What follows belongs to an exercise in optimizing a design on an open flow for small area and a short achievable clock period; a production flow would make more cautious choices. Only simulation tests tie the RTL to the original design; equivalence was not proved.

// LDL_crc32_dn_check
module LDL_crc32_dn_check #(parameter NUM = 16)(
  input  [8*NUM -1:0]        data,  
  input  [$clog2(NUM) -1:0]  bnum,  
  input         valid,
  input         eof  ,
  output reg    err  ,
  input         rst_n,
  input         clk
);
clock: 24.0 ns
lec_check: 0
cap_margin: 70
core_margin: 2
core_utilization: 50
slew_margin: 70
synth_hierarchical: 1
synth_minimum_keep_size: 0
run.sh (not shown) runs the stock make flow with config.mk's settings and CLKGATE_MAP_FILE= SYNTH_SCRIPT=/design/flow/synth_recipe.tcl, a recipe that flattens the netlist after the stock synthesis.
==> next run, changes <==
CAP_MARGIN = 60   (was 70)
CORE_UTILIZATION = 70   (was 50)
SLEW_MARGIN = 60   (was 70)
With this change the flow aborted during 5_1_grt.
Area after synthesis does not change.
Synthesized cell count is unchanged.
==> next run, changes <==
CAP_MARGIN = 20   (was 60)
CORE_UTILIZATION = 40   (was 70)
SLEW_MARGIN = 20   (was 60)
Effect: This time the run finished with timing, DRC and antenna clean. Synthesized cell count is unchanged. Synthesized area does not change.


Setup of v7:
Another version of the RTL of LDL_crc32_dn_check (not shown whole).
Size: roughly 1200 cells after synthesis, ~140 I/O pins, ~9700 sq um of cells after synthesis.
## LDL_crc32_dn_check
module LDL_crc32_dn_check #(parameter NUM = 16)(
  input  [8*NUM -1:0]        data,  
  input  [$clog2(NUM) -1:0]  bnum,  
  input         valid,
  input         eof  ,
  output reg    err  ,
  input         rst_n,
  input         clk
);
==> flow/config.mk <==
export PLATFORM = sky130hd
export DESIGN_NAME = LDL_crc32_dn_check
export DESIGN_NICKNAME = LDL_crc32_dn_check
export VERILOG_FILES = /design/flow/design.v
export SDC_FILE = /design/flow/constraint.sdc
export NUM_CORES = 4
export LEC_CHECK = 0
export ABC_CLOCK_PERIOD_IN_PS = 1500
export CAP_MARGIN = 20
export CORE_MARGIN = 2
export CORE_UTILIZATION = 55
export CTS_BUF_LIST = sky130_fd_sc_hd__clkbuf_4 sky130_fd_sc_hd__clkbuf_8
export PLACE_DENSITY = 0.75
export SLEW_MARGIN = 20
export SYNTH_HIERARCHICAL = 1
export SYNTH_MINIMUM_KEEP_SIZE = 0
==> flow/constraint.sdc <==
create_clock -name core_clock -period 24.0 [get_ports {clk}]
set_input_delay 4.8000 -clock core_clock [delete_from_list [all_inputs] [get_ports {clk}]]
set_output_delay 4.8000 -clock core_clock [all_outputs]
set_load 0.01 [all_outputs]
standard.sh (not shown) runs the stock make flow with config.mk's settings and CLKGATE_MAP_FILE= SYNTH_SCRIPT=/design/flow/synth_recipe.tcl, a recipe that flattens the netlist after the stock synthesis.
==> flow/flow/run.sh <==
#!/bin/bash
# Layout: the standard ORFS flow (standard.sh) with the standard synthesis, and these
# changes to how the rest of the layout is made:
#  - port buffers are sky130_fd_sc_hd__buf_1 cells (buffer_ports -buffer_cell) instead of
#    the delay-buffer cells buffer_ports picks by default;
#  - after synthesis, the delay cells (clkdlybuf4s*, dlygate*, dlymetal*) join the
#    platform's DONT_USE_CELLS, so placement and repair do not use them;
set -euo pipefail
bash standard.sh synth > make_synth.log 2>&1
export BUFFER_PORTS_ARGS="-buffer_cell sky130_fd_sc_hd__buf_1"
DU="sky130_fd_sc_hd__probe_p_8 sky130_fd_sc_hd__probec_p_8 sky130_fd_sc_hd__lpflow_bleeder_1 sky130_fd_sc_hd__lpflow_clkbufkapwr_1 sky130_fd_sc_hd__lpflow_clkbufkapwr_16 sky130_fd_sc_hd__lpflow_clkbufkapwr_2 sky130_fd_sc_hd__lpflow_clkbufkapwr_4 sky130_fd_sc_hd__lpflow_clkbufkapwr_8 sky130_fd_sc_hd__lpflow_clkinvkapwr_1 sky130_fd_sc_hd__lpflow_clkinvkapwr_16 sky130_fd_sc_hd__lpflow_clkinvkapwr_2 sky130_fd_sc_hd__lpflow_clkinvkapwr_4 sky130_fd_sc_hd__lpflow_clkinvkapwr_8 sky130_fd_sc_hd__lpflow_decapkapwr_12 sky130_fd_sc_hd__lpflow_decapkapwr_3 sky130_fd_sc_hd__lpflow_decapkapwr_4 sky130_fd_sc_hd__lpflow_decapkapwr_6 sky130_fd_sc_hd__lpflow_decapkapwr_8 sky130_fd_sc_hd__lpflow_inputiso0n_1 sky130_fd_sc_hd__lpflow_inputiso0p_1 sky130_fd_sc_hd__lpflow_inputiso1n_1 sky130_fd_sc_hd__lpflow_inputiso1p_1 sky130_fd_sc_hd__lpflow_inputisolatch_1 sky130_fd_sc_hd__lpflow_isobufsrc_1 sky130_fd_sc_hd__lpflow_isobufsrc_16 sky130_fd_sc_hd__lpflow_isobufsrc_2 sky130_fd_sc_hd__lpflow_isobufsrc_4 sky130_fd_sc_hd__lpflow_isobufsrc_8 sky130_fd_sc_hd__lpflow_isobufsrckapwr_16 sky130_fd_sc_hd__lpflow_lsbuf_lh_hl_isowell_tap_1 sky130_fd_sc_hd__lpflow_lsbuf_lh_hl_isowell_tap_2 sky130_fd_sc_hd__lpflow_lsbuf_lh_hl_isowell_tap_4 sky130_fd_sc_hd__lpflow_lsbuf_lh_isowell_4 sky130_fd_sc_hd__lpflow_lsbuf_lh_isowell_tap_1 sky130_fd_sc_hd__lpflow_lsbuf_lh_isowell_tap_2 sky130_fd_sc_hd__lpflow_lsbuf_lh_isowell_tap_4"
DU="$DU sky130_fd_sc_hd__clkdlybuf4s15_1 sky130_fd_sc_hd__clkdlybuf4s15_2 sky130_fd_sc_hd__clkdlybuf4s18_1 sky130_fd_sc_hd__clkdlybuf4s18_2 sky130_fd_sc_hd__clkdlybuf4s25_1 sky130_fd_sc_hd__clkdlybuf4s25_2 sky130_fd_sc_hd__clkdlybuf4s50_1 sky130_fd_sc_hd__clkdlybuf4s50_2 sky130_fd_sc_hd__dlygate4sd1_1 sky130_fd_sc_hd__dlygate4sd2_1 sky130_fd_sc_hd__dlygate4sd3_1 sky130_fd_sc_hd__dlymetal6s2s_1 sky130_fd_sc_hd__dlymetal6s4s_1 sky130_fd_sc_hd__dlymetal6s6s_1"
bash standard.sh "DONT_USE_CELLS=$DU" SETUP_SLACK_MARGIN=14 finish > make_finish.log 2>&1
v7 reached the final stage; the timing, DRC and antenna checks on its layout passed.
Setup changes, v7 to v25
--- a/flow/config.mk
+++ b/flow/config.mk
@@ -10,4 +10,5 @@
 export CORE_MARGIN = 2
-export CORE_UTILIZATION = 55
+export CORE_UTILIZATION = 50
 export CTS_BUF_LIST = sky130_fd_sc_hd__clkbuf_4 sky130_fd_sc_hd__clkbuf_8
+export GPL_ROUTABILITY_DRIVEN = 0
 export PLACE_DENSITY = 0.75
--- outcome ---
Changes observed in v25 relative to v7: buffer share of cell area shows a reduction of 0.34 points, number of cells on the worst hold path held steady, setup slack lost 0.013 ns, source-to-sink clock delay at the later pin of the worst-skew pair decreased by 0.02 ns relative to the old numbers.
### v25 -> v1
--- a/flow/config.mk
+++ b/flow/config.mk
@@ -11,4 +11,2 @@
 export CORE_UTILIZATION = 50
-export CTS_BUF_LIST = sky130_fd_sc_hd__clkbuf_4 sky130_fd_sc_hd__clkbuf_8
-export GPL_ROUTABILITY_DRIVEN = 0
 export PLACE_DENSITY = 0.75
- v1 reports a higher maximum single-stage delay on the critical path than v25 does.
- Sort v1 and v25 by number of global-route vias before repair desc -> top: v25
- Summary of v1 over v25: wire length per cell +about 17%; synthesized area divided by synthesized cell count now sits at about the same level.
> inputs changed (v1 -> v41)
--- a/flow/config.mk
+++ b/flow/config.mk
@@ -11,2 +11,3 @@
 export CORE_UTILIZATION = 50
+export CTS_BUF_LIST = sky130_fd_sc_hd__clkbuf_4 sky130_fd_sc_hd__clkbuf_8
 export PLACE_DENSITY = 0.75
==> comparison <==
Per the comparison of v41 with v1, wire length of the first global-routing pass comparable, routed wire length comparable. Taking v1 as the reference, in v41 maximum net fanout on the critical path stayed essentially flat; sequential share of layout area about even. Diff v1 -> v41 | cell area after layout | down slightly. Per the comparison of v41 with v1, normalized max-slew margin went up 0.61 points. Detailed-routed wire length on met2, v1 and v41: higher on v1.

## static timing again, ports no longer ideal
Ports are ideal in the flow. The routed layouts listed here were re-timed in OpenROAD.
Step 1 (the two cells are an assumption about what drives the block):
set clk [get_ports {clk}]
set_driving_cell -lib_cell sky130_fd_sc_hd__clkbuf_16 $clk
set_driving_cell -lib_cell sky130_fd_sc_hd__buf_2 [delete_from_list [all_inputs] $clk]
Step 2 moves the port delays by t, midway between the first and last clock arrival at a register: inputs arrive t later, outputs are due t later. That takes back most of the time a late clock gives input paths.
a / b / c = ideal ports / drivers / drivers and shift; a / b = the first two.
run	shift t [ns]	setup WS [ns]	hold WS [ns]	latest minus earliest clock arrival (ns)	pins driven straight from the clock port
the first run of note 1	0.311	13.491 / 13.507 / 13.196	0.516 / 0.516 / 0.516	0.006 / 0.006	1
the third run of note 1	0.323	12.127 / 12.135 / 11.812	0.512 / 0.512 / 0.512	0.007 / 0.008	1
v7	0.325	14.016 / 14.021 / 13.696	0.497 / 0.497 / 0.497	0.006 / 0.006	1
v25	0.312	14.003 / 14.006 / 13.694	0.491 / 0.491 / 0.491	0.002 / 0.001	1
v1	0.310	13.899 / 13.908 / 13.598	0.495 / 0.495 / 0.495	0.008 / 0.008	1
v41	0.320	13.910 / 13.917 / 13.597	0.497 / 0.497 / 0.497	0.012 / 0.012	1
After both steps setup and hold are still met in every run listed. For v7, which loses most, drivers alone change the setup slack by +0.005 ns; drivers and shift together by -0.320 ns.
